Source: an optimization exercise on an open RTL-to-GDS flow (aim: small area). Production flows keep margins and buffers that such runs may drop. Where RTL was checked, it was by simulation tests only, not by an equivalence proof against the original. Function not checked in run 3: the RTL went through the layout flow alone. No driver is modelled on the clock port, so clocking that relies on it looks cheaper here than on a real chip. Power figures rest on the tool's default switching activity, not on a simulated workload.

==> flow/run.sh <==
#!/bin/bash
# Layout flow:
#  1. the standard synthesis, then a second synthesis (flow/synth.tcl) that
#     differs only in its combinational mapping; the second is kept only if
#     it has exactly the same registers (names and cell types).
#  2. the standard placement, with the smallest buffer (buf_1) on the ports.
#  3. clock tree: a few clock buffers fed by the clock port, each driving a
#     group of nearby registers (flow/clock.tcl).
#  4. the standard routing and finishing.
set -euo pipefail
RES=orfs/results/$FLOW_PLATFORM/mainblock/base
PORTBUF='BUFFER_PORTS_ARGS=-buffer_cell sky130_fd_sc_hd__buf_1'
bash standard.sh synth > synth_standard.log 2>&1
mkdir -p keep
cp $RES/1_2_yosys.v $RES/1_2_yosys.sdc $RES/1_synth.odb $RES/1_synth.sdc keep/
python3 flow/regs.py list keep/1_2_yosys.v > regs_standard.txt
rm -f $RES/1_2_yosys.v $RES/1_2_yosys.sdc $RES/1_synth.odb $RES/1_synth.sdc
if bash standard.sh SYNTH_SCRIPT=$PWD/flow/synth.tcl synth > synth_own.log 2>&1 \
   && python3 flow/regs.py rename keep/1_2_yosys.v $RES/1_2_yosys.v own_renamed.v \
   && cp own_renamed.v $RES/1_2_yosys.v && rm -f $RES/1_synth.odb $RES/1_synth.sdc \
   && bash standard.sh synth > synth_own_odb.log 2>&1 \
   && python3 flow/regs.py list $RES/1_2_yosys.v > regs_own.txt \
   && cmp -s regs_standard.txt regs_own.txt; then
  echo "own synthesis kept" > synth_choice.log
else
  echo "own synthesis dropped, standard synthesis used" > synth_choice.log
  cp keep/* $RES/
fi
bash standard.sh "$PORTBUF" place > place.log 2>&1
export RES
export LIB=$FLOW_HOME/platforms/sky130hd/lib/sky130_fd_sc_hd__tt_025C_1v80.lib
export SETRC=$FLOW_HOME/platforms/sky130hd/setRC.tcl
export CLKPORT=clk_50M
ok=0
for cfg in "3 clkbuf_4" "1 clkbuf_16" "2 clkbuf_8" "4 clkbuf_4" "3 clkbuf_8" "4 clkbuf_8" "4 clkbuf_16"; do
  set -- $cfg
  CLK_GROUPS=$1 CLKBUF=sky130_fd_sc_hd__$2 openroad -no_init -exit flow/clock.tcl > clock_$1_$2.log 2>&1
  s=$(sed -n 's/^max clk slew //p' clock_$1_$2.log)
  if awk -v s="$s" 'BEGIN{exit !(s < 0.112)}'; then ok=1; break; fi
done
[[ $ok == 1 ]]
bash standard.sh "$PORTBUF" finish > finish.log 2>&1
==> flow/abc.script <==
strash
&get -n
&deepsyn -J 100 -T 120 -S @SEED@
&put
@MAP@
topo
stime -c
==> flow/clock.tcl <==
# Clock distribution: the register clock pins are split into K groups of
# nearly equal size by position; one clock buffer, fed by the clock port,
# drives each group.
set res $::env(RES)
set K $::env(CLK_GROUPS)
set cell $::env(CLKBUF)
read_db $res/3_place.odb
read_liberty $::env(LIB)
read_sdc $res/3_place.sdc
source $::env(SETRC)
set block [ord::get_db_block]
set clknet [$block findNet $::env(CLKPORT)]
set pins {}
foreach it [$clknet getITerms] {
  set b [[$it getInst] getBBox]
  lappend pins [list $it [expr ([$b xMin]+[$b xMax])/2] [expr ([$b yMin]+[$b yMax])/2]]
}
set n [llength $pins]
# balanced groups: sort the pins along the longer side of their bounding
# box and cut the sorted list into K runs of (nearly) equal size
proc split_pins {pins K} {
  if {$K <= 1} { return [list $pins] }
  set xs [lmap p $pins {lindex $p 1}]; set ys [lmap p $pins {lindex $p 2}]
  set w [expr [tcl::mathfunc::max {*}$xs] - [tcl::mathfunc::min {*}$xs]]
  set h [expr [tcl::mathfunc::max {*}$ys] - [tcl::mathfunc::min {*}$ys]]
  set idx [expr {$w >= $h ? 1 : 2}]
  set s [lsort -real -index $idx $pins]
  set K1 [expr {$K / 2}]
  set n1 [expr {int(round([llength $s] * double($K1) / $K))}]
  return [concat [split_pins [lrange $s 0 [expr $n1-1]] $K1] [split_pins [lrange $s $n1 end] [expr $K-$K1]]]
}
set groups [split_pins $pins $K]
set asg {}
set cx {}; set cy {}
set k 0
set pins {}
foreach grp $groups {
  set sx 0.0; set sy 0.0
  foreach p $grp { lappend pins $p; lappend asg $k; set sx [expr $sx+[lindex $p 1]]; set sy [expr $sy+[lindex $p 2]] }
  lappend cx [expr $sx/[llength $grp]]; lappend cy [expr $sy/[llength $grp]]
  incr k
}
for {set k 0} {$k < $K} {incr k} {
  set loads {}
  foreach p $pins a $asg {
    if {$a == $k} {
      set it [lindex $p 0]
      lappend loads [get_pins [[$it getInst] getName]/[[$it getMTerm] getName]]
    }
  }
  if {[llength $loads] == 0} continue
  insert_buffer -buffer_cell $cell -net $::env(CLKPORT) -load_pins $loads \
    -location [list [expr [lindex $cx $k]/1000.0] [expr [lindex $cy $k]/1000.0]] \
    -buffer_name clkbuf_g$k -net_name clknet_g$k
}
set_propagated_clock [all_clocks]
detailed_placement
check_placement -verbose
estimate_parasitics -placement
report_clock_skew
set m 0
foreach p [get_pins -hierarchical */CLK] { set s [get_property $p slew_max] ; if {$s > $m} {set m $s} }
puts "max clk slew $m"
report_checks -format end
report_worst_slack -max
report_worst_slack -min
write_db $res/4_1_cts.odb
write_sdc $res/4_cts.sdc
==> flow/regs.py <==
# Flip-flops of a Yosys netlist.
#   regs.py list NETLIST          print "name type" of every flip-flop, sorted
#   regs.py rename STD OWN OUT    write OWN to OUT with each flip-flop named as
#                                 the flip-flop of STD that drives the same Q net
import re, sys

INST = re.compile(r'^(\s*)(sky130_fd_sc_hd__(\w+?)_\d+)\s+(\\\S+|\S+)(\s*\()', re.M)

def is_ff(base):
    return re.match(r'(e|s|se)?df', base) is not None

def flops(text):
    out = {}
    for m in INST.finditer(text):
        if not is_ff(m.group(3)):
            continue
        body = text[m.end():text.index(');', m.end())]
        q = re.search(r'\.Q\(\s*(\\\S+|[^\s)]+)\s*\)', body)
        out[m.group(4)] = (m.group(3), q.group(1) if q else None)
    return out

if sys.argv[1] == 'list':
    f = flops(open(sys.argv[2]).read())
    print('\n'.join(sorted('%s %s' % (n, t) for n, (t, q) in f.items())))
else:
    std = flops(open(sys.argv[2]).read())
    text = open(sys.argv[3]).read()
    own = flops(text)
    want = {}
    byq = {q: n for n, (t, q) in std.items()}
    for n, (t, q) in own.items():
        if q in byq and byq[q] != n:
            want[n] = byq[q]
    names = set(m.group(4) for m in INST.finditer(text))
    taken = set(want.values())
    def sub(m):
        n = m.group(4)
        if n in want:
            n = want[n]
        elif n in taken:
            k = 0
            while '%s_%d' % (n.rstrip(), k) in names:
                k += 1
            n = '%s_%d' % (n.rstrip(), k)
            names.add(n)
        sep = ' ' if n.startswith('\\') else ''
        return m.group(1) + m.group(2) + ' ' + n + sep + m.group(5)
    open(sys.argv[4], 'w').write(INST.sub(sub, text))
==> flow/synth.tcl <==
# The standard flow's synthesis (synth_recipe.tcl) with two changes: no adder extraction
# (extract_fa), and an area-oriented ABC script (flow/abc.script, run with a
# few random seeds and two mappings; the smallest result is kept). Registers are mapped exactly
# as in the standard synthesis.
set flowdir [file dirname [file normalize [info script]]]
proc synth {args} { yosys synth -nofsm -noshare {*}$args }
proc extract_fa {args} { puts "extract_fa skipped" }
proc design_area {} {
  set s [tee -q -s result.string stat {*}$::lib_args]
  regexp {Chip area for module[^:]*:\s*([0-9.]+)} $s -> a
  return $a
}
proc abc {args} {
  set i [lsearch -exact $args -script]
  if { $i < 0 } {
    yosys abc {*}$args
    return
  }
  set f [open $::flowdir/abc.script]
  set script [read $f]
  close $f
  yosys design -save abc_in
  set best -1
  foreach seed {0 1 2 3 4 5} {
    foreach map {{dch -f; amap} {dch -f; amap; strash; dch -f; amap}} {
      set fn $::env(OBJECTS_DIR)/abc_run.script
      set f [open $fn w]
      puts $f [string map [list @SEED@ $seed @MAP@ $map] $script]
      close $f
      yosys design -load abc_in
      yosys abc {*}[lreplace $args [expr {$i + 1}] [expr {$i + 1}] $fn]
      set a [design_area]
      puts "abc seed $seed, mapping '$map': area $a"
      if { $best < 0 || $a < $best } {
        set best $a
        yosys design -save abc_best
      }
    }
  }
  yosys design -load abc_best
  puts "abc kept area $best"
}
source $::env(SCRIPTS_DIR)/synth.tcl
# left out here: clear keep_hierarchy, flatten, clean up, hide names made inside functions, write 1_2_yosys.v
==> standard.sh <==
#!/bin/bash
# synth_recipe.tcl (not shown) runs the flow's synth.tcl, then flattens the netlist and writes it again
# the make line also repeats each setting of config.mk as NAME=value (left out here)
make -C /OpenROAD-flow-scripts/flow DESIGN_CONFIG=/design/flow/config.mk WORK_HOME=/design/flow/orfs CLKGATE_MAP_FILE= SYNTH_SCRIPT=/design/flow/synth_recipe.tcl "${@:-finish}"
==> config.mk <==
export PLATFORM = sky130hd
export DESIGN_NAME = mainblock
export DESIGN_NICKNAME = mainblock
export VERILOG_FILES = /design/flow/design.v
export SDC_FILE = /design/flow/constraint.sdc
export NUM_CORES = 4
export LEC_CHECK = 0
export CAP_MARGIN = 20
export CORE_MARGIN = 2
export CORE_UTILIZATION = 40
export PLACE_DENSITY = 0.85
export SLEW_MARGIN = 20
==> constraint.sdc <==
create_clock -name core_clock -period 5.0 [get_ports {clk_50M}]
set_input_delay 1.0000 -clock core_clock [delete_from_list [all_inputs] [get_ports {clk_50M}]]
set_output_delay 1.0000 -clock core_clock [all_outputs]
set_load 0.01 [all_outputs]
==> design.v <==
`timescale 1ns / 1ps
module Clock(clk, reset, en1);
input clk, reset;
output en1;
reg [4:0] p;
localparam [15:0] F = 16'b0010000011011111;
assign en1 = ~p[2] & ~p[3] & ~p[4];
always @(posedge clk or posedge reset)
    if (reset)
        p <= 5'b10010;
    else
        p <= {p[3:0], F[{p[4], p[2], p[1], p[0]}]};
endmodule
`timescale 1ns / 1ps
module tm1638 (clk, en1, reset, stb, dio, sclk, data_check, light_chuc1, light_dv1, light_chuc2, light_dv2, light1, light2);
input clk, en1, reset;
output reg stb, dio, sclk;
output reg [7:0] data_check;
input [3:0] light_chuc1, light_dv1, light_chuc2, light_dv2;
input [1:0] light1, light2;
localparam [127:0] SSEG = {48'h0, 8'h6f, 8'h7f, 8'h07, 8'h7d, 8'h6d, 8'h66, 8'h4f, 8'h5b, 8'h06, 8'h3f};
localparam [31:0] TLIGHT = {8'h08, 8'h40, 8'h01, 8'h00};
reg [2:0] ng;       
reg [1:0] nslot;    
wire [2:0] g = ~ng;
wire [1:0] slot = ~nslot;
reg [3:0] i;
reg [19:0] hold;    
reg [3:0] cur;      
wire cmdg = g[2] & g[1];
wire byte_slot = (slot == 2'd1) | (slot == 2'd2 & ~cmdg);
wire frame_end = (g == 3'd7) & (slot == 2'd3);
always @(posedge clk or posedge reset)
	if (reset) begin
		ng <= 3'd0;
		nslot <= 2'd0;
	end else if (en1 & (~byte_slot | (i == 4'd15))) begin
		if (slot == 2'd3 | (slot == 2'd2 & g == 3'd6)) begin
			nslot <= 2'd3;
			case (g)
				3'd5: ng <= 3'd0;
				3'd6: ng <= 3'd7;
				3'd7: ng <= 3'd1;
				default: ng <= ~(g + 3'd1);
			endcase
		end else
			nslot <= ~(slot + 2'd1);
	end
always @(posedge clk)
	if (~byte_slot)
		i <= 4'd0;
	else if (en1)
		i <= i + 4'd1;
always @(posedge clk)
	if (en1 & frame_end)
		hold <= {light2, light_dv2, light_chuc2, light1, light_dv1, light_chuc1};
always @(posedge clk)
	if (en1)
		case (g)
			3'd0: cur <= light_chuc1;
			3'd1: cur <= light_dv1;
			3'd2: cur <= {2'b00, light1};
			3'd3: cur <= light_chuc2;
			3'd4: cur <= light_dv2;
			default: cur <= {2'b00, light2};
		endcase
reg [3:0] hsel;
always @(*)
	case (g)
		3'd0: hsel = hold[3:0];
		3'd1: hsel = hold[7:4];
		3'd2: hsel = {2'b00, hold[9:8]};
		3'd3: hsel = hold[13:10];
		3'd4: hsel = hold[17:14];
		default: hsel = {2'b00, hold[19:18]};
	endcase
wire light_pos = (g == 3'd2) | (g == 3'd5);
wire [7:0] cur_b;
genvar k;
generate for (k = 0; k < 8; k = k + 1) begin : dc
	assign cur_b[k] = light_pos ? TLIGHT[{cur[1:0], k[2:0]}] : SSEG[{cur, k[2:0]}];
end endgenerate
wire hold_bit = light_pos ? TLIGHT[{hsel[1:0], i[3:1]}] : SSEG[{hsel, i[3:1]}];
reg [7:0] cbyte;
always @(*) begin
	if (cmdg)
		cbyte = g[0] ? 8'h8f : 8'h44;
	else
		cbyte = {4'hc, g, 1'b0};
	sclk = byte_slot ? i[0] : 1'b1;
	data_check = ~byte_slot ? 8'h00 : (slot == 2'd1) ? cbyte : cur_b;
	dio = ~byte_slot ? (g == 3'd7 && slot == 2'd2) : (slot == 2'd1) ? cbyte[i[3:1]] : hold_bit;
	stb = (slot == 2'd3) | (slot == 2'd2 & cmdg);
end
endmodule
`timescale 1ns / 1ps
module mainblock(clk_50M, reset, dio, sclk, stb, data_check, light_chuc1, light_dv1, light_chuc2, light_dv2,light1, light2);
input clk_50M, reset;
wire en1;
input wire [3:0] light_chuc1, light_dv1, light_chuc2, light_dv2;
output wire dio, stb, sclk;
output wire [7:0] data_check;
input wire [1:0] light1, light2;
Clock Clock(clk_50M, reset, en1);
tm1638 tm1638(clk_50M, en1, reset, stb, dio, sclk, data_check, light_chuc1, light_dv1, light_chuc2, light_dv2, light1, light2);
endmodule
==> out/qor.csv, run 1 <==
metric;value;unit
final_core_util;47.2;%
ys_async_sr_fraction;26.3;%
syn-num-nets;217;
syn_inst;195;
report.final.setup_viol;0;
area_growth;12.3;%
grt_first_pass_wirelength;6980;µm
cp.required;4.00;ns
post_route_cells_drive_above_1_share;3.45;%
timing.critical_path.from_type;flop;
path_common_cell;clkinv_1;
drt-total-wl;4340;µm
synth_fa_ha_area_share;0;%
postSynthRegisterBits;38;
netlist_top_cells_area;edfxtp_1 (39%), dfrtp_1 (11%), nor2_1 (6.9%);
synth.avg_cell_area;9.51;µm²
groute.usage.overall;16.5;%
synth_compound_area_share;19.2;%
num_rows;24;
groute.layer.met2.usage;25.8;%
synth_top_flop_cell;edfxtp_1;
route.antenna.remaining_nets;0;
grt-ovfl-total;0;
synth_simple_gate_area_share;19.6;%
insertion_delay;0.16;ns
initial_core_util;42.0;%
pwr_density_cell;217;nW/µm²
gr_layer_usage_met1;24.9;%
busiest_layer;met2;
gp_congestion;0.967;
number_of_antenna_violations_at_the_first_check_in_global_routing;0;
final_hold_viol_count;0;
use_met3;1.81;%
fin_ws;0.705;ns
finClkSkew;0.00697;ns
fmax;0.233;GHz
yosys_warnings;2;
design.core.area;4410;µm²
synthMuxAreaShare;0;%
port_buffers;32;
cp_cell_sequence;clkinv_1 -> nor2_1 -> clkinv_1 -> nor2_1 -> a222oi_1 -> o2111ai_1 -> clkinv_1 -> o221ai_1 -> a21oi_1 -> nand2_1 -> o311ai_0 -> nand3_1 -> o21ai_0 -> buf_1;
totalNegativeSetupSlack;0;ns
design.final.nets;256;
grt_setup_unrepaired;false;
cellLeakagePower;0.694;nW
timing.setup.critical_path_class;reg -> out;
grt_pass1_vias;1540;
fill_cells;422;
syn_area;1850;µm²
timing_worst_slew_pin_value;0.949;ns
slowest_stage;dfrtp_1;
max_stage_delay;0.55;ns
drt-wirelength-per-cell;15.3;µm
critPathCaptureType;output pin;
yosysTopAreaCell;edfxtp_1;
timing.final.max_slew_violations;0;
route.detailed.drc;0;
timing.critical_path.fanout_max;9;
final_common_cell;nor2_1;
placement.setup.worst_slack;1.03;ns
post-route-cell-area;2080;µm²
die-width;72.1;µm
seq_area_frac_synth;56.8;%
detail_route.iter0.violations;163;
grt_start_max_net_pins;21;
drtPass1Iterations;5;
hpwl;3390;µm
route.detailed.vias_per_inst;5.88;
placedInstanceArea;2050;µm²
drv_cap;0;
layout_min_cycle_time;4.29;ns
netlist-cell-type-count;31;
synth_top_area_share;38.9;%
commonest_cells_after_routing_fill_and_taps_aside;nor2_1 (34), buf_1 (32), nand2_1 (27);
num_io_pins;33;
synth_enable_flop_cells;24;
ir_drop;0.123;mV
count_of_antenna_diodes_in_the_layout;0;
vias;1671;
dieHeight;72.1;µm
cts.clk_slew.worst_paths;0.10;ns
critical_path_arrival;3.29;ns
die_area;5200;µm²
post_synth_xor_area_fraction;0;%
min-delay-path-class;reg -> reg;
status;no timing/DRC/antenna violations;
max-slew-margin-rel;36.3;%
combinational_family_with_the_most_area_after_synthesis;simple AND/OR/NAND/NOR gates;
timing.final.crit_share;85.9;%
## worst max-delay path: cells and delay by family (launching register included)
family          cells  cell delay, ns
compound gates      6            0.95
buf+inv             4            0.82
simple gates        4            0.81
flops               1            0.55
## kinds of logic (layout without fill, tap and decap cells)
family          Yosys count  in the layout
buf+inv                  22             59
flops                    38             38
compound gates           49             49
simple gates             86             86
## through the flow
step	hold WS [ns]	cells	power (W)
after detailed placement	0.365	280	0.000352
after global placement	0.361	280	0.000352
after global routing	0.407	284	0.000470
final	0.393	284	0.000453
after floorplan	0.355	195	0.000343
## registers in the layout, summed over array words and instances, names as in the netlist, named ones only
register,flops
Clock.p,5
tm1638.cur,4
tm1638.hold,20
tm1638.i,4
tm1638.ng,2
tm1638.nslot,2
## final timing paths
check / startpoint / end / slack [ns] / depth (start not counted)
worst max-delay path: flop / dio / 0.71 / 14
worst min-delay path: Clock.p[3] / Clock.p[4] / 0.39 / 0
worst max register to register: Clock.p[4] / tm1638.hold[0] / 2.09 / 6
worst min register to register: Clock.p[3] / Clock.p[4] / 0.39 / 0
max in group asynchronous: reset / Clock.p[4] / 4.02 / 2
min in group asynchronous: reset / Clock.p[2] / 0.71 / 2
## synthesized netlist by cell type, types with 2 or more instances
master	n
o311ai_0	2
o22ai_1	3
o2111ai_1	2
dfstp_2	2
nand2_1	27
a22o_1	2
nand3_1	6
o32ai_1	3
dfxtp_1	4
o21ai_0	8
edfxtp_1	24
nor2_1	34
or2_0	2
nor3_1	13
a221oi_1	2
a211oi_1	2
o21a_1	3
dfrtp_1	8
o221ai_1	3
a21oi_1	9
a222oi_1	5
clkinv_1	22
## layout make-up
type	instances	area [µm²]	area share (%)
Inverter	22	82.6	3.96
Multi-Input combinational cell	135	724	34.8
Timing Repair Buffer	33	128	6.13
Clock buffer	4	30.0	1.44
Sequential cell	38	1050	50.6
Tap cell	52	65.1	3.12
## report_power, final
| part | leakage [nW] | total [W] | internal (W) | switching, W |
|---|---|---|---|---|
| logic | 0.310 | 0.0000119 | 0.00000454 | 0.00000737 |
| clock network | 0.0184 | 0.000108 | 0.0000383 | 0.0000693 |
| registers | 0.366 | 0.000333 | 0.000333 | 0 |
## routing by layer
metal | vias to the layer above | wire, µm
li1 | 802 | -
met1 | 761 | 1990
met3 | 14 | 371
met2 | 94 | 1890
met4 | 0 | 89
met5 | - | 0
==> inputs of run 2 (changes only) <==
--- a/config.mk
+++ b/config.mk
@@ -5,8 +5,8 @@
 export SDC_FILE = /design/flow/constraint.sdc
 export NUM_CORES = 4
 export LEC_CHECK = 0
-export CAP_MARGIN = 20
+export CAP_MARGIN = 0
 export CORE_MARGIN = 2
 export CORE_UTILIZATION = 40
-export PLACE_DENSITY = 0.85
-export SLEW_MARGIN = 20
+export GPL_TIMING_DRIVEN = 0
+export SLEW_MARGIN = 0
==> run 2 against run 1 <==
  * Design area grew 0.36%
  * Sequential power about the same
  * Total power grew 1.4%
  * Still clean
  * Cell count increased by 0.35%
==> out/qor.csv, run 2 <==
metric;value;unit;change
netlist_top_cells_area;edfxtp_1 (39%), dfrtp_1 (11%), nor2_1 (6.9%);;unchanged
insertion_delay;0.16;ns;about the same
final_common_cell;nor2_1;;unchanged
count_of_antenna_diodes_in_the_layout;0;;unchanged
status;no timing/DRC/antenna violations;;unchanged
drtPass1Iterations;6;;was 5
grt_start_max_net_pins;13;;was 21
slowest_stage;dfrtp_1;;unchanged
design.core.area;4410;µm²;unchanged
grt-ovfl-total;0;;unchanged
most_flops_register;tm1638.hold;;unchanged
number_of_antenna_violations_at_the_first_check_in_global_routing;0;;unchanged
min-delay-path-class;reg -> reg;;unchanged
syn_inst;195;;unchanged
postSynthRegisterBits;38;;unchanged
largest_reg_flops;20;;unchanged
cts.clk_slew.worst_paths;0.10;ns;about the same
path_common_cell;clkinv_1;;unchanged
detail_route.iter0.violations;166;;was 163
dieHeight;72.1;µm;unchanged
post_route_cells_drive_above_1_share;3.86;%;was 3.45%
synth_most_common_cell;nor2_1;;unchanged
cp_cell_sequence;clkinv_1 -> nor2_1 -> clkinv_1 -> nor2_1 -> a222oi_1 -> o2111ai_1 -> clkinv_1 -> o221ai_1 -> a21oi_1 -> nand2_1 -> o311ai_0 -> nand3_1 -> o21ai_0 -> buf_1;;unchanged
timing_worst_slew_pin_value;0.963;ns;was 0.949 ns
num_rows;24;;unchanged
path_delay_family;simple AND/OR/NAND/NOR gates;;was compound AO/OA/AOI/OAI gates
hpwl;3400;µm;was 3390 µm
ys_top_cells_by_count;nor2_1 (34), nand2_1 (27), edfxtp_1 (24), clkinv_1 (22), nor3_1 (13);;unchanged
layout_min_cycle_time;4.53;ns;was 4.29 ns
cellLeakagePower;0.699;nW;was 0.694 nW
syn-num-nets;217;;unchanged
synth.avg_cell_area;9.51;µm²;unchanged
finClkSkew;0.00830;ns;was 0.00697 ns
grt_first_pass_wirelength;7440;µm;was 6980 µm
max-slew-margin-rel;35.3;%;was 36.3%
synth_enable_flop_cells;24;;unchanged
num_io_pins;33;;unchanged
critical_path_arrival;3.53;ns;was 3.29 ns
regToRegSetupSlack;1.88;ns;was 2.09 ns
gp_congestion;0.877;;was 0.967
route.detailed.drc;0;;unchanged
hold_depth;0;;unchanged
final_hold_viol_count;0;;unchanged
die_area;5200;µm²;unchanged
synth_top_area_share;38.9;%;unchanged
report.final.setup_viol;0;;unchanged
max_stage_delay;0.56;ns;was 0.55 ns
route.detailed.vias_per_inst;5.76;;was 5.88
worst-r2r-cell-count;6;;unchanged
cp.required;4.00;ns;about the same
ir_drop;0.158;mV;was 0.123 mV
placement.setup.worst_slack;0.749;ns;was 1.03 ns
fin_ws;0.466;ns;was 0.705 ns
largestRegisters;tm1638.hold (20), Clock.p (5);;unchanged
design.final.nets;257;;was 256
pwr_density_cell;220;nW/µm²;was 217 nW/µm²
critPathCaptureType;output pin;;unchanged
synth_top_flop_cell;edfxtp_1;;unchanged
drt-total-wl;4410;µm;was 4340 µm
drv_cap;0;;unchanged
ys_async_sr_fraction;26.3;%;unchanged
timing.setup.critical_path_class;reg -> out;;unchanged
timing.final.crit_share;90.7;%;was 85.9%
die-width;72.1;µm;unchanged
timing.critical_path.from_type;flop;;unchanged
critical_path.n_buffers_inverters;4;;unchanged
seq_area_frac_synth;56.8;%;unchanged
drt-wirelength-per-cell;15.5;µm;was 15.3 µm
placedInstanceArea;2060;µm²;was 2050 µm²
commonest_cells_after_routing_fill_and_taps_aside;nor2_1 (34), buf_1 (32), nand2_1 (27);;unchanged
route.antenna.remaining_nets;0;;unchanged
port_buffers;32;;unchanged
grt_pass1_vias;1484;;was 1540
worst-path-stages;14;;unchanged
fmax;0.221;GHz;was 0.233 GHz
groute.usage.overall;17.8;%;was 16.5%
totalNegativeSetupSlack;0;ns;unchanged
vias;1641;;was 1671
grt_setup_unrepaired;false;;unchanged
yosys_warnings;2;;unchanged
initial_core_util;42.0;%;unchanged
syn_area;1850;µm²;unchanged
area_growth;12.8;%;was 12.3%
netlist-cell-type-count;31;;unchanged
yosysTopAreaCell;edfxtp_1;;unchanged
post-route-cell-area;2090;µm²;was 2080 µm²
hold_slack;0.389;ns;was 0.393 ns
timing.critical_path.fanout_max;9;;unchanged
timing.final.max_slew_violations;0;;unchanged
-- run 2: power by group --
group | internal [W] | switching (W) | total, W
clock network | 0.0000384 | 0.0000760 | 0.000114
registers | 0.000333 | 0 | 0.000333
logic | 0.00000453 | 0.00000705 | 0.0000116
total | 0.000376 | 0.0000830 | 0.000459
-- run 2: logic make-up (layout without fill, tap and decap cells) --
logic type      count (synthesis)  in the layout  share of synthesized area, %
flops                          38             38                          56.8
simple gates                   86             86                          19.6
buf+inv                        22             60                          4.45
compound gates                 49             49                          19.2
-- run 2: layout make-up --
type | count | area (µm²)
clock buffer | 4 | 30.0
inverter | 22 | 82.6
sequential | 38 | 1050
multi-input combinational | 135 | 724
timing repair buffer | 34 | 135
fill | 448 | 2320
tap | 52 | 65.1
-- run 2: final timing paths --
| path | end | startpoint |
|---|---|---|
| setup reg to reg | tm1638.hold[16] | Clock.p[4] |
| hold / removal | Clock.p[1] | Clock.p[0] |
| setup / recovery | dio | flop |
| min in group asynchronous | Clock.p[3] | reset |
| hold reg to reg | Clock.p[1] | Clock.p[0] |
| max in group asynchronous | Clock.p[1] | reset |
-- run 2: stage by stage --
stage	util, %	std cells	power [W]
after global routing	47.4	285	0.000479
after global placement	46.2	279	0.000352
after detailed placement	46.7	281	0.000352
after floorplan	-	195	0.000343
final	47.4	285	0.000459
-- run 2: worst register-to-register path: stages, from the launching register on --
cell and delay [ns]:
dfstp_2 0.39, nor3_1 0.78, clkinv_1 0.22, nor3_1 0.38, clkinv_1 0.25, nor4_2 0.52
buf_4 0.28
-- run 2: routing by layer --
| metal | wire, µm | GRT usage (%) | vias up |
|---|---|---|---|
| li1 | - | - | 805 |
| met1 | 2080 | 28.7 | 762 |
| met2 | 1950 | 27.0 | 72 |
| met3 | 342 | 1.67 | 2 |
| met4 | 34 | 1.47 | 0 |
| met5 | 0 | 0 | - |
==> inputs of run 3 (changes only) <==
--- a/design.v
+++ b/design.v
@@ -52,28 +52,22 @@
 	else if (en1)
 		i <= i + 4'd1;
 always @(posedge clk)
-	if (en1 & frame_end)
+	if (frame_end)
 		hold <= {light2, light_dv2, light_chuc2, light1, light_dv1, light_chuc1};
 always @(posedge clk)
-	if (en1)
-		case (g)
-			3'd0: cur <= light_chuc1;
-			3'd1: cur <= light_dv1;
-			3'd2: cur <= {2'b00, light1};
-			3'd3: cur <= light_chuc2;
-			3'd4: cur <= light_dv2;
-			default: cur <= {2'b00, light2};
-		endcase
-reg [3:0] hsel;
-always @(*)
-	case (g)
-		3'd0: hsel = hold[3:0];
-		3'd1: hsel = hold[7:4];
-		3'd2: hsel = {2'b00, hold[9:8]};
-		3'd3: hsel = hold[13:10];
-		3'd4: hsel = hold[17:14];
-		default: hsel = {2'b00, hold[19:18]};
-	endcase
+	if (en1) begin
+		cur[1:0] <= g[2] ? (g[0] ? light2 : light_dv2[1:0]) :
+		            g[1] ? (g[0] ? light_chuc2[1:0] : light1) :
+		                   (g[0] ? light_dv1[1:0] : light_chuc1[1:0]);
+		cur[3:2] <= g[2] ? light_dv2[3:2] : g[1] ? light_chuc2[3:2] :
+		            g[0] ? light_dv1[3:2] : light_chuc1[3:2];
+	end
+wire [3:0] hsel;
+assign hsel[1:0] = g[2] ? (g[0] ? hold[19:18] : hold[15:14]) :
+                   g[1] ? (g[0] ? hold[11:10] : hold[9:8]) :
+                          (g[0] ? hold[5:4] : hold[1:0]);
+assign hsel[3:2] = g[2] ? hold[17:16] : g[1] ? hold[13:12] :
+                   g[0] ? hold[7:6] : hold[3:2];
 wire light_pos = (g == 3'd2) | (g == 3'd5);
 wire [7:0] cur_b;
 genvar k;
--- a/config.mk
+++ b/config.mk
@@ -5,8 +5,8 @@
 export SDC_FILE = /design/flow/constraint.sdc
 export NUM_CORES = 4
 export LEC_CHECK = 0
-export CAP_MARGIN = 0
+export CAP_MARGIN = 20
 export CORE_MARGIN = 2
 export CORE_UTILIZATION = 40
-export GPL_TIMING_DRIVEN = 0
-export SLEW_MARGIN = 0
+export PLACE_DENSITY = 0.95
+export SLEW_MARGIN = 20
==> run 3 against run 2 <==
  * Still clean
  * Total power shrank 0.55%
  * Routed wire length shrank 5.7%
  * First-iteration DRC count increased by 5.4%
  * Register-to-register slack gained 0.27 ns
  * Critical path type unchanged
  * Highest routed layer unchanged
==> out/qor.csv, run 3 <==
metric;value;unit;change
status;no timing/DRC/antenna violations;;unchanged
slowest_stage;a211oi_2;;was dfrtp_1
netlist-cell-type-count;38;;was 31
drt-wirelength-per-cell;15.4;µm;was 15.5 µm
postSynthRegisterBits;38;;unchanged
cp.required;4.00;ns;about the same
design.final.nets;242;;was 257
drv_cap;0;;unchanged
drt-total-wl;4160;µm;was 4410 µm
yosys_warnings;2;;unchanged
worst-r2r-cell-count;8;;was 6
footprint_of_the_multi_input_gates;731;µm²;was 724 µm²
timing.setup.critical_path_class;reg -> out;;unchanged
cp_cell_sequence;clkinv_1 -> a211oi_2 -> nand2_1 -> nor2_1 -> clkinv_1 -> a21oi_1 -> nor2_1 -> nor2_1 -> o22ai_1 -> a31oi_1 -> o31a_1 -> o21ai_0 -> buf_1;;was clkinv_1 -> nor2_1 -> clkinv_1 -> nor2_1 -> a222oi_1 -> o2111ai_1 -> clkinv_1 -> o221ai_1 -> a21oi_1 -> nand2_1 -> o311ai_0 -> nand3_1 -> o21ai_0 -> buf_1
p_int;0.000377;W;was 0.000376 W
timing.final.crit_share;88.8;%;was 90.7%
post-route-cell-area;2090;µm²;about the same
finClkSkew;0.00958;ns;was 0.00830 ns
dp.cells;266;;was 281
num_io_pins;33;;unchanged
commonest_cells_after_routing_fill_and_taps_aside;buf_1 (32), nor2_1 (31), edfxtp_1 (24);;was nor2_1 (34), buf_1 (32), nand2_1 (27)
min-delay-path-class;reg -> reg;;unchanged
count_of_antenna_diodes_in_the_layout;0;;unchanged
max-slew-margin-rel;37.9;%;was 35.3%
grt_pass1_vias;1497;;was 1484
totalNegativeSetupSlack;0;ns;unchanged
gp_congestion;0.924;;was 0.877
synth_enable_flop_cells;24;;unchanged
synth_most_common_cell;nor2_1;;unchanged
synth_top_area_share;39.2;%;was 38.9%
largestRegisters;tm1638.hold (20), Clock.p (5);;unchanged
netSwitchingPower;0.0000792;W;was 0.0000830 W
post_route_cells_drive_above_1_share;5.05;%;was 3.86%
detail_route.iter0.violations;175;;was 166
grt_setup_unrepaired;false;;unchanged
fmax;0.225;GHz;was 0.221 GHz
grt-ovfl-total;0;;unchanged
timing_worst_slew_pin_value;0.925;ns;was 0.963 ns
num_rows;24;;unchanged
timing.final.max_slew_violations;0;;unchanged
placedInstanceArea;2050;µm²;was 2060 µm²
grt_first_pass_wirelength;6970;µm;was 7440 µm
timing.critical_path.fanout_max;16;;was 9
number_of_antenna_violations_at_the_first_check_in_global_routing;0;;unchanged
layout.cells.non_filler;270;;was 285
path_common_cell;nor2_1;;was clkinv_1
most_flops_register;tm1638.hold;;unchanged
final_hold_viol_count;0;;unchanged
seq_area_frac_synth;57.3;%;was 56.8%
syn_area;1840;µm²;was 1850 µm²
area_growth;13.6;%;was 12.8%
report.final.setup_viol;0;;unchanged
hold_slack;0.391;ns;was 0.389 ns
design.core.area;4380;µm²;was 4410 µm²
dieHeight;71.8;µm;was 72.1 µm
final_core_util;47.7;%;was 47.4%
vias;1610;;was 1641
syn-num-nets;200;;was 217
largest_reg_flops;20;;unchanged
drtPass1Iterations;5;;was 6
timing.critical_path.from_type;flop;;unchanged
ys_async_sr_fraction;26.3;%;unchanged
grt_start_max_net_pins;21;;was 13
hold_depth;0;;unchanged
yosysTopAreaCell;edfxtp_1;;unchanged
p_clk_share;24.1;%;was 24.9%
cts.clk_slew.worst_paths;0.10;ns;about the same
port_buffers;32;;unchanged
route.detailed.vias_per_inst;5.96;;was 5.76
fill_cells;423;;was 448
die-width;71.8;µm;was 72.1 µm
syn_inst;178;;was 195
cellLeakagePower;0.709;nW;was 0.699 nW
final_common_cell;buf_1;;was nor2_1
insertion_delay;0.16;ns;about the same
hpwl;3230;µm;was 3400 µm
seq_power_share;73.0;%;was 72.6%
groute.usage.overall;16.5;%;was 17.8%
synth_top_flop_cell;edfxtp_1;;unchanged
route.detailed.drc;0;;unchanged
initial_core_util;42.0;%;about the same
comb_power_share;2.9;%;was 2.5%
seqCellArea;1050;µm²;unchanged
max_stage_delay;0.51;ns;was 0.56 ns
netlist_top_cells_area;edfxtp_1 (39%), dfrtp_1 (11%), nor2_1 (6.3%);;was edfxtp_1 (39%), dfrtp_1 (11%), nor2_1 (6.9%)
die_area;5160;µm²;was 5200 µm²
route.antenna.remaining_nets;0;;unchanged
ys_top_cells_by_count;nor2_1 (31), edfxtp_1 (24), clkinv_1 (16), nand2_1 (13), nor3_1 (11);;was nor2_1 (34), nand2_1 (27), edfxtp_1 (24), clkinv_1 (22), nor3_1 (13)
power.switching_fraction;17.4;%;was 18.1%
pwr_density_cell;219;nW/µm²;was 220 nW/µm²
critPathCaptureType;output pin;;unchanged
critical_path_arrival;3.44;ns;was 3.53 ns
ir_drop;0.0867;mV;was 0.158 mV
synth.avg_cell_area;10.3;µm²;was 9.51 µm²
layout_min_cycle_time;4.44;ns;was 4.53 ns
run 3: cells by family (layout without fill, tap and decap cells):
logic type / count (synthesis) / after routing / synth area share (%)
AND/OR/NAND/NOR: 70 / 70 / 16.7
AO/OA/AOI/OAI: 54 / 54 / 22.7
flip-flops: 38 / 38 / 57.3
buffers and inverters: 16 / 56 / 3.27
run 3: path summary, 6_finish.rpt:
kind,endpoint,start,slack [ns]
worst max-delay path,data_check[0],flop,0.56
worst min-delay path,Clock.p[1],Clock.p[0],0.39
worst max register to register,flop,Clock.p[4],2.15
worst min register to register,Clock.p[1],Clock.p[0],0.39
max in group asynchronous,Clock.p[4],reset,4.02
min in group asynchronous,Clock.p[0],reset,0.71
run 3: cell type report:
type                            count  share of cell area (%)
Inverter                           16                    2.87
Sequential cell                    38                    50.4
Timing Repair Buffer               36                    7.19
Clock buffer                        4                    1.44
Tap cell                           52                    3.11
Multi-Input combinational cell    124                    35.0
run 3: power by group through the flow:
stage	combinational [W]	sequential [W]	clock (W)
finish	0.0000131	0.000334	0.000110
detailed placement	0.0000134	0.000340	0
floorplan	0.00000367	0.000341	0
global route	0.0000151	0.000334	0.000124
global placement	0.0000132	0.000340	0
run 3: metrics by stage:
step	setup WS [ns]	total power [W]
global route	0.202	0.000472
global placement	0.790	0.000354
floorplan	1.38	0.000344
detailed placement	0.692	0.000354
finish	0.562	0.000457
run 3: worst max-delay path: cells and delay by family (launching register included):
| kind | cells | cell delay [ns] |
|---|---|---|
| buffers and inverters | 3 | 0.77 |
| and+or+nand+nor | 4 | 0.73 |
| AOI/OAI and AO/OA | 6 | 1.28 |
| DFF | 1 | 0.49 |
run 3: routing by layer:
| metal | share of wire [%] | vias to the layer above | routed length (µm) | track usage [%] |
|---|---|---|---|---|
| met4 | 1.3 | 0 | 55 | 2.10 |
| li1 | - | 774 | - | - |
| met1 | 43 | 751 | 1800 | 24.9 |
| met5 | 0 | - | 0 | 0 |
| met2 | 47 | 81 | 1950 | 26.6 |
| met3 | 8.6 | 4 | 358 | 1.69 |
==> inputs of run 4 (changes only) <==
--- a/design.v
+++ b/design.v
@@ -29,7 +29,6 @@
 reg [3:0] cur;      
 wire cmdg = g[2] & g[1];
 wire byte_slot = (slot == 2'd1) | (slot == 2'd2 & ~cmdg);
-wire frame_end = (g == 3'd7) & (slot == 2'd3);
 always @(posedge clk or posedge reset)
 	if (reset) begin
 		ng <= 3'd0;
@@ -52,8 +51,11 @@
 	else if (en1)
 		i <= i + 4'd1;
 always @(posedge clk)
-	if (frame_end)
-		hold <= {light2, light_dv2, light_chuc2, light1, light_dv1, light_chuc1};
+	if (g[2] & g[0])
+		hold[9:0] <= {light1, light_dv1, light_chuc1};
+always @(posedge clk)
+	if (g == 3'd7)
+		hold[19:10] <= {light2, light_dv2, light_chuc2};
 always @(posedge clk)
 	if (en1) begin
 		cur[1:0] <= g[2] ? (g[0] ? light2 : light_dv2[1:0]) :
--- a/flow/run.sh
+++ b/flow/run.sh
@@ -1,12 +1,16 @@
 #!/bin/bash
 # Layout flow:
 #  1. the standard synthesis, then a second synthesis (flow/synth.tcl) that
-#     differs only in its combinational mapping; the second is kept only if
-#     it has exactly the same registers (names and cell types).
+#     differs only in its combinational mapping. Its registers are renamed to
+#     the standard synthesis's names (flow/regs.py, matched by the net each
+#     drives), and it is kept only if it then has exactly the same registers
+#     (names and cell types); otherwise the standard netlist is used.
 #  2. the standard placement, with the smallest buffer (buf_1) on the ports.
-#  3. clock tree: a few clock buffers fed by the clock port, each driving a
-#     group of nearby registers (flow/clock.tcl).
+#  3. clock tree (flow/clock.tcl): one to four clock buffers fed by the clock
+#     port, each driving a group of nearby registers; the smallest choice
+#     whose estimated clock-pin slew is under 112 ps is kept.
 #  4. the standard routing and finishing.
+# Each step's output goes to its own log file in this folder.
 set -euo pipefail
 RES=orfs/results/$FLOW_PLATFORM/mainblock/base
 PORTBUF='BUFFER_PORTS_ARGS=-buffer_cell sky130_fd_sc_hd__buf_1'
--- a/flow/synth.tcl
+++ b/flow/synth.tcl
@@ -1,7 +1,7 @@
 # The standard flow's synthesis (synth_recipe.tcl) with two changes: no adder extraction
-# (extract_fa), and an area-oriented ABC script (flow/abc.script, run with a
-# few random seeds and two mappings; the smallest result is kept). Registers are mapped exactly
-# as in the standard synthesis.
+# (extract_fa), and an area-oriented ABC script (flow/abc.script), run with a
+# few random seeds and two mappings, keeping the smallest result. Registers
+# are mapped exactly as in the standard synthesis.
 set flowdir [file dirname [file normalize [info script]]]
 proc synth {args} { yosys synth -nofsm -noshare {*}$args }
 proc extract_fa {args} { puts "extract_fa skipped" }
==> run 4 against run 3 <==
  * Worst setup slack gained 0.084 ns
  * Combinational power grew 4%
  * Synthesized area shrank 0.20%
  * Critical path type unchanged
==> out/qor.csv, run 4 <==
metric;value;unit;change
gp_congestion;0.991;;was 0.924
seqCellArea;1050;µm²;unchanged
min-delay-path-class;reg -> reg;;unchanged
fmax;0.230;GHz;was 0.225 GHz
dieHeight;71.7;µm;was 71.8 µm
die_area;5150;µm²;was 5160 µm²
regToRegSetupSlack;2.51;ns;was 2.15 ns
synth_enable_flop_cells;24;;unchanged
cellLeakagePower;0.682;nW;was 0.709 nW
report.final.setup_viol;0;;unchanged
grt_pass1_vias;1497;;unchanged
num_rows;24;;unchanged
fill_cells;413;;was 423
timing.final.max_slew_violations;0;;unchanged
max-slew-margin-rel;29.6;%;was 37.9%
worst_hold_path_endpoint;Clock.p[4];;was Clock.p[1]
initial_core_util;41.9;%;was 42.0%
pwr_density_cell;221;nW/µm²;was 219 nW/µm²
netlist_top_cells_area;edfxtp_1 (39%), dfrtp_1 (11%), nor2_1 (6.5%);;was edfxtp_1 (39%), dfrtp_1 (11%), nor2_1 (6.3%)
drt-total-wl;4170;µm;was 4160 µm
hold_depth;0;;unchanged
most_flops_register;tm1638.hold;;unchanged
largestRegisters;tm1638.hold (20), Clock.p (5);;unchanged
port_buffers;32;;unchanged
timing.critical_path.fanout_max;13;;was 16
vias;1580;;was 1610
crit-reg2reg-launch;Clock.p[4];;unchanged
timing.setup.critical_path_class;reg -> out;;unchanged
postSynthRegisterBits;38;;unchanged
groute.usage.overall;16.6;%;was 16.5%
critical_path_arrival;3.35;ns;was 3.44 ns
grt_setup_unrepaired;false;;unchanged
commonest_cells_after_routing_fill_and_taps_aside;nor2_1 (32), buf_1 (32), edfxtp_1 (24);;was buf_1 (32), nor2_1 (31), edfxtp_1 (24)
layout.cells.non_filler;279;;was 270
timing_worst_slew_pin_value;1.05;ns;was 0.925 ns
syn_inst;189;;was 178
ys_async_sr_fraction;26.3;%;unchanged
area_growth;12.5;%;was 13.6%
route.detailed.vias_per_inst;5.66;;was 5.96
hold_slack;0.395;ns;was 0.391 ns
num_io_pins;33;;unchanged
finClkSkew;0.00716;ns;was 0.00958 ns
synth_top_flop_cell;edfxtp_1;;unchanged
layout_min_cycle_time;4.35;ns;was 4.44 ns
post_route_cells_drive_above_1_share;3.52;%;was 5.05%
drtPass1Iterations;4;;was 5
yosys_warnings;2;;unchanged
insertion_delay;0.16;ns;about the same
seq_area_frac_synth;57.4;%;was 57.3%
detail_route.iter0.violations;179;;was 175
route.detailed.drc;0;;unchanged
grt-ovfl-total;0;;unchanged
final_hold_viol_count;0;;unchanged
die-width;71.7;µm;was 71.8 µm
drv_cap;0;;unchanged
timing.critical_path.from_type;flop;;unchanged
count_of_antenna_diodes_in_the_layout;0;;unchanged
hold_path_startpoint;Clock.p[3];;was Clock.p[0]
ir_drop;0.0795;mV;was 0.0867 mV
route.antenna.remaining_nets;0;;unchanged
design.core.area;4380;µm²;unchanged
netlist-cell-type-count;33;;was 38
cp.required;4.00;ns;about the same
r2r-end;tm1638.ng[1];;
totalNegativeSetupSlack;0;ns;unchanged
placedInstanceArea;2040;µm²;was 2050 µm²
worst-r2r-cell-count;11;;was 8
synth_most_common_cell;nor2_1;;unchanged
number_of_antenna_violations_at_the_first_check_in_global_routing;0;;unchanged
grt_start_max_net_pins;14;;was 21
syn_area;1840;µm²;about the same
drt-wirelength-per-cell;15.0;µm;was 15.4 µm
critPathCaptureType;output pin;;unchanged
syn-num-nets;211;;was 200
ys_top_cells_by_count;nor2_1 (32), edfxtp_1 (24), clkinv_1 (23), o21ai_0 (16), nor3_1 (12);;was nor2_1 (31), edfxtp_1 (24), clkinv_1 (16), nand2_1 (13), nor3_1 (11)
yosysTopAreaCell;edfxtp_1;;unchanged
post-route-cell-area;2070;µm²;was 2090 µm²
p_total;0.000457;W;about the same
dp.cells;275;;was 266
cts.clk_slew.worst_paths;0.10;ns;about the same
hpwl;3270;µm;was 3230 µm
footprint_of_the_multi_input_gates;696;µm²;was 731 µm²
design.final.nets;251;;was 242
synth.avg_cell_area;9.71;µm²;was 10.3 µm²
grt_first_pass_wirelength;7050;µm;was 6970 µm
timing.final.crit_share;87.1;%;was 88.8%
status;no timing/DRC/antenna violations;;unchanged
largest_reg_flops;20;;unchanged
synth_top_area_share;39.3;%;was 39.2%
## run 4: power breakdown
part	total [W]	internal (W)	switching, W
registers	0.000334	0.000334	0
logic	0.0000136	0.00000580	0.00000780
clock network	0.000110	0.0000383	0.0000713
## run 4: logic make-up after synthesis
logic type	Yosys count	synth area share (%)
compound gates	60	21.5
buf+inv	23	4.70
flops	38	57.4
simple gates	68	16.4
## run 4: per-layer routing
layer | GRT usage [%] | part of all wire, %
met1 | 23.0 | 42
met4 | 2.52 | 1.4
met5 | 0 | 0
met3 | 1.83 | 8.0
met2 | 29.0 | 49
## run 4: metrics by stage
stage,utilization (%),setup WS (ns)
floorplan,-,1.54
global placement,46.4,0.924
detailed placement,46.4,0.877
global route,47.1,0.264
finish,47.1,0.646
## run 4: worst max-delay path by stage
stage / to / slack, ns / startpoint / cells past startpoint
after floorplan: dio / 1.54 / flop / 10
after global placement: dio / 0.92 / flop / 12
after detailed placement: dio / 0.88 / flop / 12
after global routing: dio / 0.26 / flop / 12
final: dio / 0.65 / flop / 12
## run 4: critical path, stage by stage, from the launching register on
cell and delay, ns:
dfrtp_1 0.62, clkinv_1 0.45, nor3_1 0.48, clkinv_1 0.21, o22ai_1 0.19, nor3_1 0.12, clkinv_1 0.10, nand2_1 0.07
o21a_1 0.20, or3_1 0.29, a31oi_1 0.17, o221ai_1 0.13, buf_1 0.14
## run 4: layout make-up
| cell class | count | area share (%) |
|---|---|---|
| inverters | 23 | 4.18 |
| multi-input cells | 128 | 33.7 |
| clock buffers | 4 | 1.45 |
| well taps | 52 | 3.15 |
| repair buffers | 34 | 6.54 |
| flip-flops and latches | 38 | 51.0 |
==> inputs of run 5 (changes only) <==
--- a/config.mk
+++ b/config.mk
@@ -8,5 +8,6 @@
 export CAP_MARGIN = 20
 export CORE_MARGIN = 2
 export CORE_UTILIZATION = 40
+export GPL_TIMING_DRIVEN = 0
 export PLACE_DENSITY = 0.95
 export SLEW_MARGIN = 20
==> run 5 against run 4 <==
  * Fmax is 2.2% lower
  * Critical path depth did not move
  * Total power rose by 0.30%
  * Cell count decreased by 0.72%
  * Clock skew decreased by 0.0017 ns
  * Sequential cell count did not move
  * Count of clock-buffer cells in the layout unchanged
  * Synthesized area did not move
  * Die area did not move
  * Critical endpoint unchanged
  * Highest routed layer unchanged
==> out/qor.csv, run 5 <==
metric;value;unit;change
syn-num-nets;211;;unchanged
placedInstanceArea;2020;µm²;was 2040 µm²
commonest_cells_after_routing_fill_and_taps_aside;nor2_1 (32), buf_1 (32), edfxtp_1 (24);;unchanged
ir_drop;0.102;mV;was 0.0795 mV
num_rows;24;;unchanged
grt_start_max_net_pins;14;;unchanged
area_growth;12.0;%;was 12.5%
cp_cell_sequence;clkinv_1 -> nor3_1 -> clkinv_1 -> o22ai_1 -> nor3_1 -> clkinv_1 -> nand2_1 -> o21a_1 -> or3_1 -> a31oi_1 -> o221ai_1 -> buf_1;;unchanged
timing_worst_slew_pin_value;0.993;ns;was 1.05 ns
grt-ovfl-total;0;;unchanged
cp.required;4.00;ns;about the same
dieHeight;71.7;µm;unchanged
drtPass1Iterations;4;;unchanged
min-delay-path-class;reg -> reg;;unchanged
vias;1582;;was 1580
largest_reg_flops;20;;unchanged
max-slew-margin-rel;33.6;%;was 29.6%
hold_path_startpoint;Clock.p[0];;was Clock.p[3]
finClkSkew;0.00544;ns;was 0.00716 ns
number_of_antenna_violations_at_the_first_check_in_global_routing;0;;unchanged
path_delay_family;simple AND/OR/NAND/NOR gates;;unchanged
syn_inst;189;;unchanged
route.detailed.vias_per_inst;5.71;;was 5.66
synth.avg_cell_area;9.71;µm²;unchanged
count_of_antenna_diodes_in_the_layout;0;;unchanged
detail_route.iter0.violations;91;;was 179
timing.final.crit_share;89.0;%;was 87.1%
yosys_warnings;2;;unchanged
fill_cells;400;;was 413
design.final.nets;249;;was 251
cellLeakagePower;0.672;nW;was 0.682 nW
yosysTopAreaCell;edfxtp_1;;unchanged
critPathCaptureType;output pin;;unchanged
grt_pass1_vias;1477;;was 1497
groute.usage.overall;16.5;%;was 16.6%
postSynthRegisterBits;38;;unchanged
die-width;71.7;µm;unchanged
fmax;0.225;GHz;was 0.230 GHz
seq_area_frac_synth;57.4;%;unchanged
layout_min_cycle_time;4.45;ns;was 4.35 ns
drt-wirelength-per-cell;15.6;µm;was 15.0 µm
crit-reg2reg-launch;Clock.p[3];;was Clock.p[4]
critical_path.n_buffers_inverters;4;;unchanged
largestRegisters;tm1638.hold (20), Clock.p (5);;unchanged
gp_congestion;0.937;;was 0.991
netlist_top_cells_area;edfxtp_1 (39%), dfrtp_1 (11%), nor2_1 (6.5%);;unchanged
num_io_pins;33;;unchanged
synth_most_common_cell;nor2_1;;unchanged
critical_path_arrival;3.45;ns;was 3.35 ns
syn_area;1840;µm²;unchanged
path_common_cell;clkinv_1;;unchanged
grt_first_pass_wirelength;6920;µm;was 7050 µm
synth_enable_flop_cells;24;;unchanged
drv_cap;0;;unchanged
post_route_cells_drive_above_1_share;3.11;%;was 3.52%
synth_top_area_share;39.3;%;unchanged
grt_setup_unrepaired;false;;unchanged
final_core_util;46.9;%;was 47.1%
initial_core_util;41.9;%;unchanged
port_buffers;32;;unchanged
synth_top_flop_cell;edfxtp_1;;unchanged
status;no timing/DRC/antenna violations;;unchanged
timing.critical_path.fanout_max;13;;unchanged
route.detailed.drc;0;;unchanged
final_hold_viol_count;0;;unchanged
die_area;5150;µm²;unchanged
ys_async_sr_fraction;26.3;%;unchanged
insertion_delay;0.16;ns;about the same
timing.setup.critical_path_class;reg -> out;;unchanged
post-route-cell-area;2060;µm²;was 2070 µm²
pwr_density_cell;223;nW/µm²;was 221 nW/µm²
hpwl;3340;µm;was 3270 µm
netlist-cell-type-count;33;;unchanged
ys_top_cells_by_count;nor2_1 (32), edfxtp_1 (24), clkinv_1 (23), o21ai_0 (16), nor3_1 (12);;unchanged
design.core.area;4380;µm²;unchanged
cts.clk_slew.worst_paths;0.10;ns;about the same
seqCellArea;1050;µm²;unchanged
max_stage_delay;0.61;ns;was 0.62 ns
route.antenna.remaining_nets;0;;unchanged
slowest_stage;dfrtp_1;;unchanged
drt-total-wl;4330;µm;was 4170 µm
report.final.setup_viol;0;;unchanged
footprint_of_the_multi_input_gates;701;µm²;was 696 µm²
timing.critical_path.from_type;flop;;unchanged
totalNegativeSetupSlack;0;ns;unchanged
timing.final.max_slew_violations;0;;unchanged
most_flops_register;tm1638.hold;;unchanged
==> run 5: kinds of logic (layout without fill, tap and decap cells) <==
family                 count (synthesis)  count (layout)  synth area share [%]
AO/OA/AOI/OAI                         60              60                  21.5
buffers and inverters                 23              59                  4.70
flip-flops                            38              38                  57.4
AND/OR/NAND/NOR                       68              68                  16.4
==> run 5: cell type report <==
class                           instances  area share (%)
Clock buffer                            4            1.46
Inverter                               23            4.20
Multi-Input combinational cell        128            34.1
Sequential cell                        38            51.2
Tap cell                               52            3.16
Timing Repair Buffer                   32            5.84
==> run 5: worst paths after layout <==
kind | to | slack (ns) | depth (start not counted)
hold / removal | Clock.p[1] | 0.40 | 0
setup / recovery | dio | 0.55 | 12
min in group asynchronous | Clock.p[0] | 0.72 | 2
hold reg to reg | Clock.p[1] | 0.40 | 0
setup reg to reg | tm1638.ng[1] | 2.19 | 10
max in group asynchronous | Clock.p[1] | 4.02 | 2
==> run 5: where the power goes <==
group	internal, W	leakage, nW	total (W)	switching, W
sequential	0.000334	0.370	0.000334	0
combinational	0.00000579	0.283	0.0000134	0.00000765
clock	0.0000383	0.0184	0.000111	0.0000728
==> run 5: routing by layer <==
| metal | GRT usage, % | vias up | part of all wire (%) |
|---|---|---|---|
| li1 | - | 777 | - |
| met4 | 3.98 | 0 | 2.4 |
| met5 | 0 | - | 0 |
| met1 | 22.9 | 719 | 41 |
| met2 | 27.5 | 73 | 48 |
| met3 | 2.53 | 13 | 8.3 |
==> run 5: through the flow <==
step                      hold WS (ns)  power [W]  setup WS [ns]  std cells
after global placement           0.360   0.000353          0.935        273
after floorplan                  0.355   0.000344           1.54        189
after detailed placement         0.374   0.000354          0.771        273
final                            0.399   0.000458          0.549        277
after global routing             0.412   0.000476          0.221        277
==> inputs of run 6 (changes only) <==
--- a/design.v
+++ b/design.v
@@ -50,33 +50,32 @@
 		i <= 4'd0;
 	else if (en1)
 		i <= i + 4'd1;
-always @(posedge clk)
-	if (g[2] & g[0])
-		hold[9:0] <= {light1, light_dv1, light_chuc1};
-always @(posedge clk)
-	if (g == 3'd7)
-		hold[19:10] <= {light2, light_dv2, light_chuc2};
-always @(posedge clk)
-	if (en1) begin
-		cur[1:0] <= g[2] ? (g[0] ? light2 : light_dv2[1:0]) :
-		            g[1] ? (g[0] ? light_chuc2[1:0] : light1) :
-		                   (g[0] ? light_dv1[1:0] : light_chuc1[1:0]);
-		cur[3:2] <= g[2] ? light_dv2[3:2] : g[1] ? light_chuc2[3:2] :
-		            g[0] ? light_dv1[3:2] : light_chuc1[3:2];
-	end
+wire [5:0] pos = {g == 3'd5, g == 3'd4, g == 3'd3, g == 3'd2, g == 3'd1, g == 3'd0};
+wire live = en1 & byte_slot;
+wire win02 = g[2] & g[0];
+wire win35 = g == 3'd7;
+always @(posedge clk) if (win02 | live & pos[0]) hold[3:0] <= light_chuc1;
+always @(posedge clk) if (win02 | live & pos[1]) hold[7:4] <= light_dv1;
+always @(posedge clk) if (win02 | live & pos[2]) hold[9:8] <= light1;
+always @(posedge clk) if (win35 | live & pos[3]) hold[13:10] <= light_chuc2;
+always @(posedge clk) if (win35 | live & pos[4]) hold[17:14] <= light_dv2;
+always @(posedge clk) if (win35 | live & pos[5]) hold[19:18] <= light2;
 wire [3:0] hsel;
 assign hsel[1:0] = g[2] ? (g[0] ? hold[19:18] : hold[15:14]) :
                    g[1] ? (g[0] ? hold[11:10] : hold[9:8]) :
                           (g[0] ? hold[5:4] : hold[1:0]);
 assign hsel[3:2] = g[2] ? hold[17:16] : g[1] ? hold[13:12] :
                    g[0] ? hold[7:6] : hold[3:2];
+always @(posedge clk)
+	if (en1 & (slot == 2'd0))
+		cur <= hsel;
 wire light_pos = (g == 3'd2) | (g == 3'd5);
-wire [7:0] cur_b;
+wire [7:0] live_b;
 genvar k;
 generate for (k = 0; k < 8; k = k + 1) begin : dc
-	assign cur_b[k] = light_pos ? TLIGHT[{cur[1:0], k[2:0]}] : SSEG[{cur, k[2:0]}];
+	assign live_b[k] = light_pos ? TLIGHT[{hsel[1:0], k[2:0]}] : SSEG[{hsel, k[2:0]}];
 end endgenerate
-wire hold_bit = light_pos ? TLIGHT[{hsel[1:0], i[3:1]}] : SSEG[{hsel, i[3:1]}];
+wire hold_bit = light_pos ? TLIGHT[{cur[1:0], i[3:1]}] : SSEG[{cur, i[3:1]}];
 reg [7:0] cbyte;
 always @(*) begin
 	if (cmdg)
@@ -84,7 +83,7 @@
 	else
 		cbyte = {4'hc, g, 1'b0};
 	sclk = byte_slot ? i[0] : 1'b1;
-	data_check = ~byte_slot ? 8'h00 : (slot == 2'd1) ? cbyte : cur_b;
+	data_check = ~byte_slot ? 8'h00 : (slot == 2'd1) ? cbyte : live_b;
 	dio = ~byte_slot ? (g == 3'd7 && slot == 2'd2) : (slot == 2'd1) ? cbyte[i[3:1]] : hold_bit;
 	stb = (slot == 2'd3) | (slot == 2'd2 & cmdg);
 end
==> run 6 against run 5 <==
  * Count of clock-buffer cells in the layout is the same
  * Combinational power shrank 47%
  * Via count shrank 4.2%
  * Non-clock buffer count is the same
  * Global-route usage shrank 2.6 points
  * Register-to-register slack gained 0.38 ns
  * Worst setup slack lost 0.090 ns
  * Core utilization shrank 0.51 points
==> out/qor.csv, run 6 <==
metric;value;unit;change
drv_cap;0;;unchanged
totalNegativeSetupSlack;0;ns;unchanged
status;no timing/DRC/antenna violations;;unchanged
die-width;70.9;µm;was 71.7 µm
timing.final.max_slew_violations;0;;unchanged
drt-wirelength-per-cell;12.8;µm;was 15.6 µm
yosysTopAreaCell;edfxtp_1;;unchanged
count_of_antenna_diodes_in_the_layout;0;;unchanged
final_core_util;46.4;%;was 46.9%
syn_area;1790;µm²;was 1840 µm²
route.detailed.vias_per_inst;5.49;;was 5.71
layout_min_cycle_time;4.54;ns;was 4.45 ns
timing.critical_path.fanout_max;7;;was 13
p_total;0.000451;W;was 0.000458 W
synth_fa_ha_area_share;0;%;unchanged
dieHeight;70.9;µm;was 71.7 µm
drtPass1Iterations;5;;was 4
ir_drop;0.141;mV;was 0.102 mV
synthMuxAreaShare;0;%;unchanged
syn-num-nets;210;;was 211
port_buffers;32;;unchanged
critical_path_arrival;3.54;ns;was 3.45 ns
cp_cell_sequence;clkinv_1 -> nor2_1 -> clkinv_1 -> o32ai_1 -> nor3_1 -> o21ai_0 -> clkinv_1 -> nor3_1 -> nand2_1 -> o21ai_0 -> nor2_1 -> o22a_1 -> nor2_1 -> o221ai_1 -> buf_1;;was clkinv_1 -> nor3_1 -> clkinv_1 -> o22ai_1 -> nor3_1 -> clkinv_1 -> nand2_1 -> o21a_1 -> or3_1 -> a31oi_1 -> o221ai_1 -> buf_1
pwr_density_cell;225;nW/µm²;was 223 nW/µm²
post_route_cells_drive_above_1_share;2.68;%;was 3.11%
seq_area_frac_synth;58.8;%;was 57.4%
route.detailed.drc;0;;unchanged
design.core.area;4320;µm²;was 4380 µm²
slowest_stage;dfrtp_1;;unchanged
route.antenna.remaining_nets;0;;unchanged
grt_setup_unrepaired;false;;unchanged
hpwl;2860;µm;was 3340 µm
commonest_cells_after_routing_fill_and_taps_aside;nor2_1 (45), buf_1 (32), edfxtp_1 (24);;was nor2_1 (32), buf_1 (32), edfxtp_1 (24)
drt-total-wl;3540;µm;was 4330 µm
timing.final.crit_share;90.8;%;was 89.0%
critPathCaptureType;output pin;;unchanged
synth_enable_flop_cells;24;;unchanged
vias;1515;;was 1582
final_common_cell;nor2_1;;
timing.setup.critical_path_class;reg -> out;;unchanged
min-delay-path-class;reg -> reg;;unchanged
finClkSkew;0.0153;ns;was 0.00544 ns
insertion_delay;0.16;ns;about the same
die_area;5030;µm²;was 5150 µm²
ys_top_cells_by_count;nor2_1 (45), edfxtp_1 (24), clkinv_1 (23), nand2_1 (14);;was nor2_1 (32), edfxtp_1 (24), clkinv_1 (23), o21ai_0 (16), nor3_1 (12)
synth_top_area_share;40.3;%;was 39.3%
detail_route.iter0.violations;123;;was 91
largestRegisters;tm1638.hold (20), Clock.p (5);;unchanged
num_rows;24;;unchanged
initial_core_util;41.4;%;was 41.9%
netlist-cell-type-count;27;;was 33
hold_slack;0.390;ns;was 0.399 ns
ys_async_sr_fraction;26.3;%;unchanged
timing_worst_slew_pin_value;0.601;ns;was 0.993 ns
design.final.nets;248;;was 249
max_stage_delay;0.49;ns;was 0.61 ns
fmax;0.220;GHz;was 0.225 GHz
most_flops_register;tm1638.hold;;unchanged
combinational_family_with_the_most_area_after_synthesis;compound AO/OA/AOI/OAI gates;;unchanged
groute.usage.overall;14.0;%;was 16.5%
grt_first_pass_wirelength;5860;µm;was 6920 µm
netlist_top_cells_area;edfxtp_1 (40%), dfrtp_1 (11%), nor2_1 (9.4%);;was edfxtp_1 (39%), dfrtp_1 (11%), nor2_1 (6.5%)
synth.avg_cell_area;9.52;µm²;was 9.71 µm²
grt-ovfl-total;0;;unchanged
placedInstanceArea;1980;µm²;was 2020 µm²
gp_congestion;0.906;;was 0.937
largest_reg_flops;20;;unchanged
grt_start_max_net_pins;15;;was 14
cellLeakagePower;0.665;nW;was 0.672 nW
yosys_warnings;2;;unchanged
cp.required;4.00;ns;about the same
cts.clk_slew.worst_paths;0.10;ns;about the same
grt_pass1_vias;1444;;was 1477
number_of_antenna_violations_at_the_first_check_in_global_routing;0;;unchanged
synth_compound_area_share;19.1;%;was 21.5%
syn_inst;188;;was 189
synth_simple_gate_area_share;17.2;%;was 16.4%
final_hold_viol_count;0;;unchanged
num_io_pins;33;;unchanged
area_growth;12.0;%;about the same
timing.critical_path.from_type;flop;;unchanged
max-slew-margin-rel;59.5;%;was 33.6%
postSynthRegisterBits;38;;unchanged
synth_most_common_cell;nor2_1;;unchanged
synth_top_flop_cell;edfxtp_1;;unchanged
report.final.setup_viol;0;;unchanged
fill_cells;425;;was 400
post_synth_xor_area_fraction;0;%;unchanged
post-route-cell-area;2010;µm²;was 2060 µm²
-- run 6: cell count changes in the layout (fill, tap and decap cells not counted), sizes merged, moves of 2 or more --
cell / before / now
nor2: 32 / 45
o22ai: 10 / 3
a21oi: 9 / 13
nand2: 11 / 14
nor4: 3 / 0
o21ai: 16 / 13
a221o: 2 / 0
a222oi: 0 / 2
a22oi: 2 / 0
a32o: 2 / 0
nand3: 3 / 1
nor2b: 2 / 0
or3: 2 / 0
-- run 6: power breakdown --
| group | internal, W | leakage (nW) | total (W) | switching, W |
|---|---|---|---|---|
| logic | 0.00000369 | 0.277 | 0.00000706 | 0.00000337 |
| clock network | 0.0000383 | 0.0184 | 0.000110 | 0.0000721 |
| registers | 0.000333 | 0.370 | 0.000333 | 0 |
-- run 6: metrics by stage --
| stage | instances | setup slack, ns |
|---|---|---|
| after floorplan | 188 | 1.09 |
| after global placement | 272 | 0.781 |
| after detailed placement | 272 | 0.706 |
| after global routing | 276 | 0.118 |
| final | 276 | 0.460 |
-- run 6: cell type report --
class                      count  area (µm²)  area share, %
inverter                      23        86.3           4.30
tap                           52        65.1           3.24
sequential                    38        1050           52.5
timing repair buffer          32         120           5.99
multi-input combinational    127         651           32.4
clock buffer                   4        30.0           1.50
-- run 6: path summary, 6_finish.rpt --
kind	startpoint	endpoint	slack, ns	depth (start not counted)
setup / recovery	flop	data_check[0]	0.46	15
hold / removal	Clock.p[0]	Clock.p[1]	0.39	0
setup reg to reg	Clock.p[4]	flop	2.57	10
hold reg to reg	Clock.p[0]	Clock.p[1]	0.39	0
max in group asynchronous	reset	Clock.p[1]	4.02	2
min in group asynchronous	reset	tm1638.ng[1]	0.71	2
-- run 6: critical path: cells and delay by family (launching register included) --
family,cells,cell delay (ns)
simple gates,6,1.03
buf+inv,4,0.81
compound gates,5,1.04
flops,1,0.49
-- run 6: logic make-up (layout without fill, tap and decap cells) --
logic type	after synthesis	in the layout
flip-flops	38	38
buffers and inverters	23	59
AO/OA/AOI/OAI	52	52
AND/OR/NAND/NOR	75	75
-- run 6: per-layer routing --
| metal | global-route usage [%] | vias to the layer above | share of wire, % | wire [µm] |
|---|---|---|---|---|
| met5 | 0 | - | 0 | 0 |
| met4 | 3.56 | 0 | 2.9 | 102 |
| met3 | 0.855 | 10 | 6.3 | 223 |
| met2 | 28.5 | 59 | 51 | 1820 |
| met1 | 15.5 | 689 | 39 | 1390 |
| li1 | - | 757 | - | - |

[afterwards: timing with drivers on the ports]
Ports are ideal in the flow. The routed layouts listed here were re-timed in OpenROAD. Step 1, drivers: a clkbuf_16 drives clk_50M and a buf_2 each remaining input, both assumed. Step 2 times the ports against the registers' clock, not the clock port: input delays grow and output delays shrink by t, the midpoint of the rising clock arrivals with the driver on. Three values: ideal, step 1, step 2; two values: the first two.
run	t (ns)	setup WS [ns]	worst data-port slew with drivers (ns)
run 1	0.199	0.705 / 0.661 / 0.860	0.04
run 2	0.203	0.466 / 0.421 / 0.624	0.03
run 3	0.202	0.562 / 0.516 / 0.718	0.03
run 4	0.198	0.646 / 0.604 / 0.801	0.03
run 5	0.200	0.549 / 0.506 / 0.706	0.03
run 6	0.202	0.460 / 0.414 / 0.616	0.03
After both steps setup and hold are still met in every run listed.
